Background: an optimization exercise with open tools, aiming at small area and a short achievable clock period. Do not read the settings as production practice.
Function was checked by simulation only, so behaviour that the tests miss may differ from the original.
Power figures rest on the tool's default switching activity, not on a simulated workload.

==> flow/design.v <==
module fa(input a, input b, input c, output s, output co);
    assign s  = a ^ b ^ c;
    assign co = (a & b) | (c & (a ^ b));
endmodule
module add2(input [1:0] a, input [1:0] b, input ci, output [1:0] s, output co);
    wire c0;
    fa f0 (.a(a[0]), .b(b[0]), .c(ci), .s(s[0]), .co(c0));
    fa f1 (.a(a[1]), .b(b[1]), .c(c0), .s(s[1]), .co(co));
endmodule
module Kernel(
    input  [7:0]  pixel_in,
    input         clk,
    input         rst_n,
    input         rst_clk,
    output [31:0] z_out,
    output        slow_clk_out
);
    reg [2:0] j;
    reg       j2;
    always @(posedge clk or negedge rst_clk) begin
        if (!rst_clk) j <= 3'b000;
        else          j <= {j[1], j[0], ~j2};
    end
    always @(posedge clk) j2 <= j[1] & rst_clk;
    assign slow_clk_out = j[2];
    wire c5_nx = j[0] & ~j[1];       
    reg  slot;                       
    always @(posedge clk) slot <= c5_nx;
    wire at_c1 = j[1] & ~j[0];       
    reg rst_seen, rst_prev;
    wire seen_nx = ~rst_n | (rst_seen & ~slot);
    wire prev_nx = slot ? (rst_seen | ~rst_n) : rst_prev;
    wire kill_nx = seen_nx | (prev_nx & ~c5_nx);
    always @(posedge clk) begin
        rst_seen <= seen_nx;
        rst_prev <= prev_nx;
    end
    reg [3:0] n;                     
    always @(posedge clk) begin
        if (!rst_n)                  n <= 4'd0;
        else if (slot && n != 4'd13) n <= n + 4'd1;
    end
    wire v_lane = rst_n & ~j2 & (n >= 4'd6);
    wire v_reg  = rst_n & j2 & j[0] & (n >= 4'd7);
    wire w_lane = rst_n & ~j2 & (n >= 4'd12);
    wire w_reg  = rst_n & j2 & j[0] & (n >= 4'd13);
    reg [3:0] ev;
    reg [6:0] od;
    reg       x_lo;                  
    always @(posedge clk) begin
        if (slot) begin
            ev[3:1] <= {pixel_in[6], pixel_in[4], pixel_in[2]};
            od[6:4] <= {pixel_in[7], pixel_in[5], pixel_in[3]};
            od[2:0] <= 3'b000;
        end else begin
            ev[3:1] <= {1'b0, ev[3:2]};
            od[6:4] <= {1'b0, od[6:5]};
            od[2:0] <= od[3:1];
        end
        ev[0] <= (slot ? pixel_in[0] : ev[1]) & ~seen_nx;
        od[3] <= (slot ? pixel_in[1] : od[4]) & ~seen_nx;
        x_lo  <= od[3] & ~slot & ~seen_nx;
    end
    wire [1:0] x1 = {od[3], ev[0]};      
    wire [1:0] x2 = {ev[0], x_lo};       
    reg [70:1] lane;
    always @(posedge clk) lane <= {lane[69:1], j2 ? ev[0] : od[0]};
    reg [1:0] hb [1:12];                 
    integer k;
    always @(posedge clk) begin
        if (at_c1) begin
            hb[1] <= {od[5], ev[2]};
            for (k = 2; k <= 12; k = k + 1) hb[k] <= hb[k-1];
        end
    end
    reg [1:0] v, w;
    always @(posedge clk) begin
        v <= ({2{v_lane}} & {lane[30], lane[33]}) | ({2{v_reg}} & hb[6]);
        w <= ({2{w_lane}} & {lane[66], lane[69]}) | ({2{w_reg}} & hb[12]);
    end
    reg v_lo, w_lo;
    wire [1:0] v2 = {v[0], v_lo};
    wire [1:0] w2 = {w[0], w_lo};
    wire [1:0] r, s, q, s1, c1, t2in, z;
    wire       r_co, s_co, q_co, s1_co, c1_co, t2_co, z_co;
    reg        r_cy, s_cy, q_cy, s1_cy, c1_cy, t2_cy, z_cy;
    reg  [1:0] r_q, r_qq, s_q, q_q, s1_q;
    reg  [9:0] t3, t2;               
    add2 a_r  (.a(v),    .b(w2),   .ci(r_cy),  .s(r),    .co(r_co));
    add2 a_s  (.a(v2),   .b(w),    .ci(s_cy),  .s(s),    .co(s_co));
    add2 a_q  (.a(r_q),  .b(t2[9:8]), .ci(q_cy),  .s(q),    .co(q_co));
    add2 a_s1 (.a(s_q),  .b(t3[9:8]), .ci(s1_cy), .s(s1),   .co(s1_co));
    add2 a_c1 (.a(x2),   .b(r_qq), .ci(c1_cy), .s(c1),   .co(c1_co));
    add2 a_t2 (.a(x1),   .b(s1_q), .ci(t2_cy), .s(t2in), .co(t2_co));
    add2 a_z  (.a(x2),   .b(q_q),  .ci(z_cy),  .s(z),    .co(z_co));
    always @(posedge clk or negedge rst_n) begin
        if (!rst_n) begin
            v_lo <= 1'b0;  w_lo <= 1'b0;
            r_cy <= 1'b0;  s_cy <= 1'b0;  q_cy <= 1'b0;  s1_cy <= 1'b0;
            r_q  <= 2'b00; r_qq <= 2'b00; s_q <= 2'b00; q_q <= 2'b00; s1_q <= 2'b00;
        end else begin
            v_lo <= v[1];  w_lo <= w[1];
            r_cy <= r_co;  s_cy <= s_co;  q_cy <= q_co;  s1_cy <= s1_co;
            r_q  <= r;     r_qq <= r_q;   s_q <= s;      q_q <= q;      s1_q <= s1;
        end
    end
    always @(posedge clk) begin
        c1_cy <= c1_co;  t2_cy <= t2_co;  z_cy <= z_co;
        t3[7:0] <= {t3[5:0], c1};
        t3[9:8] <= t3[7:6] & {2{~kill_nx}};
        t2[7:0] <= {t2[5:0], t2in};
        t2[9:8] <= t2[7:6] & {2{~kill_nx}};
    end
    reg [9:0]  zs;      
    reg [11:0] zr;
    wire [1:0] ztop = {q_q[1] ^ (q_q[0] & z_cy), q_q[0] ^ z_cy};
    always @(posedge clk) begin
        zs <= {z, zs[9:2]};
        if (!rst_n)    zr <= 12'd0;
        else if (slot) zr <= rst_seen ? 12'd0 : {ztop, zs};
    end
    assign z_out = {20'd0, zr};
endmodule
export LEC_CHECK = 0
export CAP_MARGIN = 20
export CORE_MARGIN = 2
export CORE_UTILIZATION = 40
export SETUP_SLACK_MARGIN = 1.55
export SLEW_MARGIN = 20
create_clock -name core_clock -period 3.0 [get_ports {clk}]
standard.sh (not shown) runs the stock make flow with config.mk's settings and CLKGATE_MAP_FILE= SYNTH_SCRIPT=/design/flow/synth_recipe.tcl, a recipe that flattens the netlist after the stock synthesis.
==> flow/flow/run.sh <==
#!/bin/bash
# The standard layout (standard.sh), with these changes:
#  - CTS arguments below (no dummy loads, chosen clock buffers);
#  - buf_2 port buffers; one tie cell for the constant outputs;
#  - after the standard synthesis, fixfa.py flips full adders that Yosys
#    built with inverted inputs and outputs back to true polarity (same
#    function, fewer inverters); registers are untouched.
# make's output goes to flow_*.log here; each step's log is under orfs/logs.
set -euo pipefail
ARGS=(
  "CTS_ARGS=-sink_clustering_enable -repair_clock_nets -dont_use_dummy_load -buf_list sky130_fd_sc_hd__clkbuf_16 -root_buf sky130_fd_sc_hd__clkbuf_16 -sink_clustering_size 24 -sink_clustering_max_diameter 60"
  "BUFFER_PORTS_ARGS=-buffer_cell sky130_fd_sc_hd__buf_2"
  SKIP_REPAIR_TIE_FANOUT=1
)
R=orfs/results/sky130hd/Kernel/base
bash standard.sh "${ARGS[@]}" synth > flow_synth.log 2>&1
python3 flow/fixfa.py $R/1_2_yosys.v $R/1_2_yosys_fixfa.v > fixfa.log 2>&1
cp $R/1_2_yosys.v $R/1_2_yosys_orig.v
mv $R/1_2_yosys_fixfa.v $R/1_2_yosys.v
bash standard.sh "${ARGS[@]}" finish > flow_finish.log 2>&1
Other scripts of this flow, unchanged in this note and not shown: flow/flow/fixfa.py
The baseline completed with no timing, DRC or antenna violations.
Next try:
--- a/flow/flow/run.sh
+++ b/flow/flow/run.sh
@@ -11 +11 @@
-  "CTS_ARGS=-sink_clustering_enable -repair_clock_nets -dont_use_dummy_load -buf_list sky130_fd_sc_hd__clkbuf_16 -root_buf sky130_fd_sc_hd__clkbuf_16 -sink_clustering_size 24 -sink_clustering_max_diameter 60"
+  "CTS_ARGS=-sink_clustering_enable -repair_clock_nets -dont_use_dummy_load -buf_list sky130_fd_sc_hd__clkbuf_8 -root_buf sky130_fd_sc_hd__clkbuf_16 -sink_clustering_size 20 -sink_clustering_max_diameter 50 -sink_clustering_buffer sky130_fd_sc_hd__clkbuf_16"
What happened:
- via count rises by 0.46%
- combinational power rises by about 1%
- fmax rises by 2.6%
- cell area falls by 4.2%
- power falls by 12%
- hold slack improved by 0.062 ns
- clock skew rises by 0.012 ns
- critical path depth is unchanged
- clock power falls by 31%
Next try:
--- a/flow/flow/run.sh
+++ b/flow/flow/run.sh
@@ -11 +11 @@
-  "CTS_ARGS=-sink_clustering_enable -repair_clock_nets -dont_use_dummy_load -buf_list sky130_fd_sc_hd__clkbuf_8 -root_buf sky130_fd_sc_hd__clkbuf_16 -sink_clustering_size 20 -sink_clustering_max_diameter 50 -sink_clustering_buffer sky130_fd_sc_hd__clkbuf_16"
+  "CTS_ARGS=-sink_clustering_enable -repair_clock_nets -dont_use_dummy_load -buf_list sky130_fd_sc_hd__clkbuf_16 -root_buf sky130_fd_sc_hd__clkbuf_16 -sink_clustering_size 30 -sink_clustering_max_diameter 60"
Combinational power decreases slightly.
Count of clock-buffer cells in the layout does not change.
Area after synthesis does not change.
Setup slack gets worse by 0.038 ns.
Design area increases by a few percent.
Sequential share of layout area came out lower by 2.9 points.
Global-route usage increases by 0.34 points.
Critical path depth stays the same.
Sequential cell count is unchanged.
Die area stays the same.
Next try:
--- a/flow/flow/run.sh
+++ b/flow/flow/run.sh
@@ -11 +11 @@
-  "CTS_ARGS=-sink_clustering_enable -repair_clock_nets -dont_use_dummy_load -buf_list sky130_fd_sc_hd__clkbuf_16 -root_buf sky130_fd_sc_hd__clkbuf_16 -sink_clustering_size 30 -sink_clustering_max_diameter 60"
+  "CTS_ARGS=-sink_clustering_enable -repair_clock_nets -dont_use_dummy_load -buf_list sky130_fd_sc_hd__clkbuf_8 -root_buf sky130_fd_sc_hd__clkbuf_16"
Settings changed: CORE_UTILIZATION 40 to 65, PLACE_DENSITY from default to 0.75.
Setup slack gets better by 0.043 ns.
Cell area decreases by 6.4%.
Maximum frequency increases by 3.0%.
Register-to-register slack gets better by 0.02 ns.
Wire length increases by 1.0%.
Next try:
Settings changed: CORE_UTILIZATION 65 to 40, PLACE_DENSITY 0.75 to default, SETUP_SLACK_MARGIN 1.55 to 1.62.
Power hardly moves.
Final area went up by 4.7%.
Clock skew went up by 0.011 ns.
Non-clock buffer count went up by 6.
Sequential power is about the same.
Register-to-register slack gets better by 0.05 ns.
Routed wire length went up by 0.60%.
Core utilization went down by 26 points.
Next try:
Settings changed: SETUP_SLACK_MARGIN 1.62 to 1.55.
The changed run completed without violations.
Cell area decreases by 2.2%.
Total power is about the same.
Global-route usage decreases by 0.48 points.

## afterwards: timing with drivers on the ports
Ports are ideal in the flow. The routed layouts listed here were re-timed in OpenROAD.
Step 1: set_driving_cell puts a clkbuf_16 on clk and a buf_2 on each other input, an assumption about the parent block.
Step 2 times the ports against the registers' clock, not the clock port: input delays grow and output delays shrink by t, the midpoint of the rising clock arrivals with the driver on.
Slacks: ideal ports / drivers / drivers and shift; pairs: ideal ports / drivers.
run	t, ns	setup slack, ns	cell pins on the clock port's net
the first run	0.445	1.514 / 1.474 / 1.430	1
the second run	0.393	1.552 / 1.513 / 1.379	1
the third run	0.445	1.514 / 1.474 / 1.430	1
the fourth run	0.389	1.557 / 1.525 / 1.334	1
the fifth run	0.390	1.554 / 1.515 / 1.373	1
the sixth run	0.393	1.552 / 1.513 / 1.379	1
After both steps setup and hold are still met in every run listed. For the fourth run, which loses most, drivers alone change the setup slack by -0.032 ns; drivers and shift together by -0.223 ns.
